This is an optimization exercise on Yosys and OpenROAD, whose aim is small area, a short achievable clock period and few clock cycles, not a production implementation.
At most, simulation tests tie the RTL to the original design; equivalence was not proved.
Power is estimated from default activity; no workload was simulated.

Setup of S:
## HW2_divider
module HW2_divider(Clk, Rst, St, Divisor, Dividend, Quotient, Remainder, Overflow, Done);
==> module HW2_divider, before the edit <==
module HW2_divider(Clk, Rst, St, Divisor, Dividend, Quotient, Remainder, Overflow, Done);
	input Clk, Rst, St;
	input [15:0] Divisor;
	input [15:0] Dividend;
	output [15:0] Quotient;
	output [15:0] Remainder;
	output Overflow;
	output reg Done;
	reg [15:0] R;      
	reg [15:0] D;      
	reg [15:0] Q;      
	reg [3:0] cnt;     
	reg ovf;
	wire z8 = ~|Divisor[15:8];
	wire [15:0] n1 = z8 ? {Divisor[7:0], 8'b0} : Divisor;
	wire z4 = ~|n1[15:12];
	wire [15:0] n2 = z4 ? {n1[11:0], 4'b0} : n1;
	wire z2 = ~|n2[15:14];
	wire [15:0] n3 = z2 ? {n2[13:0], 2'b0} : n2;
	wire z1 = ~n3[15];
	wire [15:0] n4 = z1 ? {n3[14:0], 1'b0} : n3;
	wire [16:0] diff = {1'b0, R} - {1'b0, D};
	wire ge = ~diff[16];
	assign Quotient = Q;
	assign Remainder = R;
	assign Overflow = ovf;
	always @(posedge Clk) begin
		if (Rst)
			Done <= 1'b1;
		else if (Done)
			Done <= ~St;
		else if (cnt == 4'd0 || ovf)
			Done <= 1'b1;
	end
	always @(posedge Clk) begin
		if (Done) begin
			D <= n4;
			cnt <= {z8, z4, z2, z1};
			if (St) begin
				R <= Dividend;
				Q <= 16'd0;
				ovf <= ~|Divisor;
			end
		end else begin
			if (ge) R <= diff[15:0];
			Q <= {Q[14:0], ge};
			D <= {1'b0, D[15:1]};
			cnt <= cnt - 4'd1;
		end
	end
endmodule
clock: 6.0 ns
lec_check: 0
abc_area: 1
abc_clock_period_in_ps: 2000
cap_margin: 20
core_margin: 2
core_utilization: 40
setup_slack_margin: 3.3
slew_margin: 20
standard.sh (not shown) runs the stock make flow with config.mk's settings and CLKGATE_MAP_FILE= SYNTH_SCRIPT=/design/flow/synth_recipe.tcl, a recipe that flattens the netlist after the stock synthesis.
==> flow/flow/run.sh <==
#!/bin/bash
# The standard layout, with each port buffered by a small buffer instead of
# the delay cell that buffer_ports picks by default.
set -euo pipefail
bash standard.sh "BUFFER_PORTS_ARGS=-buffer_cell sky130_fd_sc_hd__buf_1" finish > standard.log 2>&1
Testbench counts of S, summed over its fixed seeds: cycles 83,106.
The following lists how R was set up differently from S:
--- a/flow/design.v
+++ b/flow/design.v
@@ -9,7 +9,6 @@
 	reg [15:0] R;      
 	reg [15:0] D;      
 	reg [15:0] Q;      
-	reg [3:0] cnt;     
 	reg ovf;
 	wire z8 = ~|Divisor[15:8];
 	wire [15:0] n1 = z8 ? {Divisor[7:0], 8'b0} : Divisor;
@@ -19,6 +18,17 @@
 	wire [15:0] n3 = z2 ? {n2[13:0], 2'b0} : n2;
 	wire z1 = ~n3[15];
 	wire [15:0] n4 = z1 ? {n3[14:0], 1'b0} : n3;
+	wire [15:0] lead;
+	genvar k;
+	generate
+		for (k = 0; k < 16; k = k + 1) begin : g_lead
+			if (k == 15) begin : g_top
+				assign lead[k] = Divisor[k];
+			end else begin : g_low
+				assign lead[k] = Divisor[k] & ~|Divisor[15:k+1];
+			end
+		end
+	endgenerate
 	wire [16:0] diff = {1'b0, R} - {1'b0, D};
 	wire ge = ~diff[16];
 	assign Quotient = Q;
@@ -29,23 +39,21 @@
 			Done <= 1'b1;
 		else if (Done)
 			Done <= ~St;
-		else if (cnt == 4'd0 || ovf)
+		else if (Q[15] || ovf)
 			Done <= 1'b1;
 	end
 	always @(posedge Clk) begin
 		if (Done) begin
 			D <= n4;
-			cnt <= {z8, z4, z2, z1};
 			if (St) begin
 				R <= Dividend;
-				Q <= 16'd0;
+				Q <= lead;
 				ovf <= ~|Divisor;
 			end
 		end else begin
 			if (ge) R <= diff[15:0];
 			Q <= {Q[14:0], ge};
 			D <= {1'b0, D[15:1]};
-			cnt <= cnt - 4'd1;
 		end
 	end
 endmodule
Findings:
From S to R the numbers moved as follows: clock group total power higher; worst hold slack picked up an extra 0.045 ns; upper clock frequency limit down about 4%; share of cells above drive strength 1 went up 3.8 points.
Compared to S, R has post-route worst setup slack 0.11 ns lower.
Comparing R and S, the lower part of the total power dissipated in the clock network is on S.
Height of the die was higher in the run labelled S.
R against S: clock latency at the later pin of the worst-skew pair fell by 0.02 ns, wire length of the first global-routing pass went up by 4.2%, cell count of the worst reg-to-reg path decreased 3.
Only the layout flow was run in R; the RTL was not checked for function there.

what the ideal ports hide:
The flow's constraints put no driver on any port. The routed layouts listed below were extracted and timed again, unchanged, in two steps. Step 1 sets driving cells, clkbuf_16 on the clock port and buf_2 on the other inputs (assumed; they add their load-dependent delay and slew). Step 2 times the ports against the registers' clock, not the clock port: input delays grow and output delays shrink by t, the midpoint of the rising clock arrivals with the driver on. Slacks: no drivers / after step 1 / after step 2; pairs: no drivers / after step 1.
run	t, ns	setup slack, ns	hold WS [ns]	worst setup path at the end	pins driven straight from the clock port
S	0.340	3.481 / 3.489 / 3.149	0.438 / 0.438 / 0.438	input to register	1
R	0.332	3.372 / 3.380 / 3.048	0.484 / 0.484 / 0.484	input to register	1
After both steps every run listed still meets setup and hold. For S, which loses most, drivers alone change the setup slack by +0.008 ns; drivers and shift together by -0.332 ns.
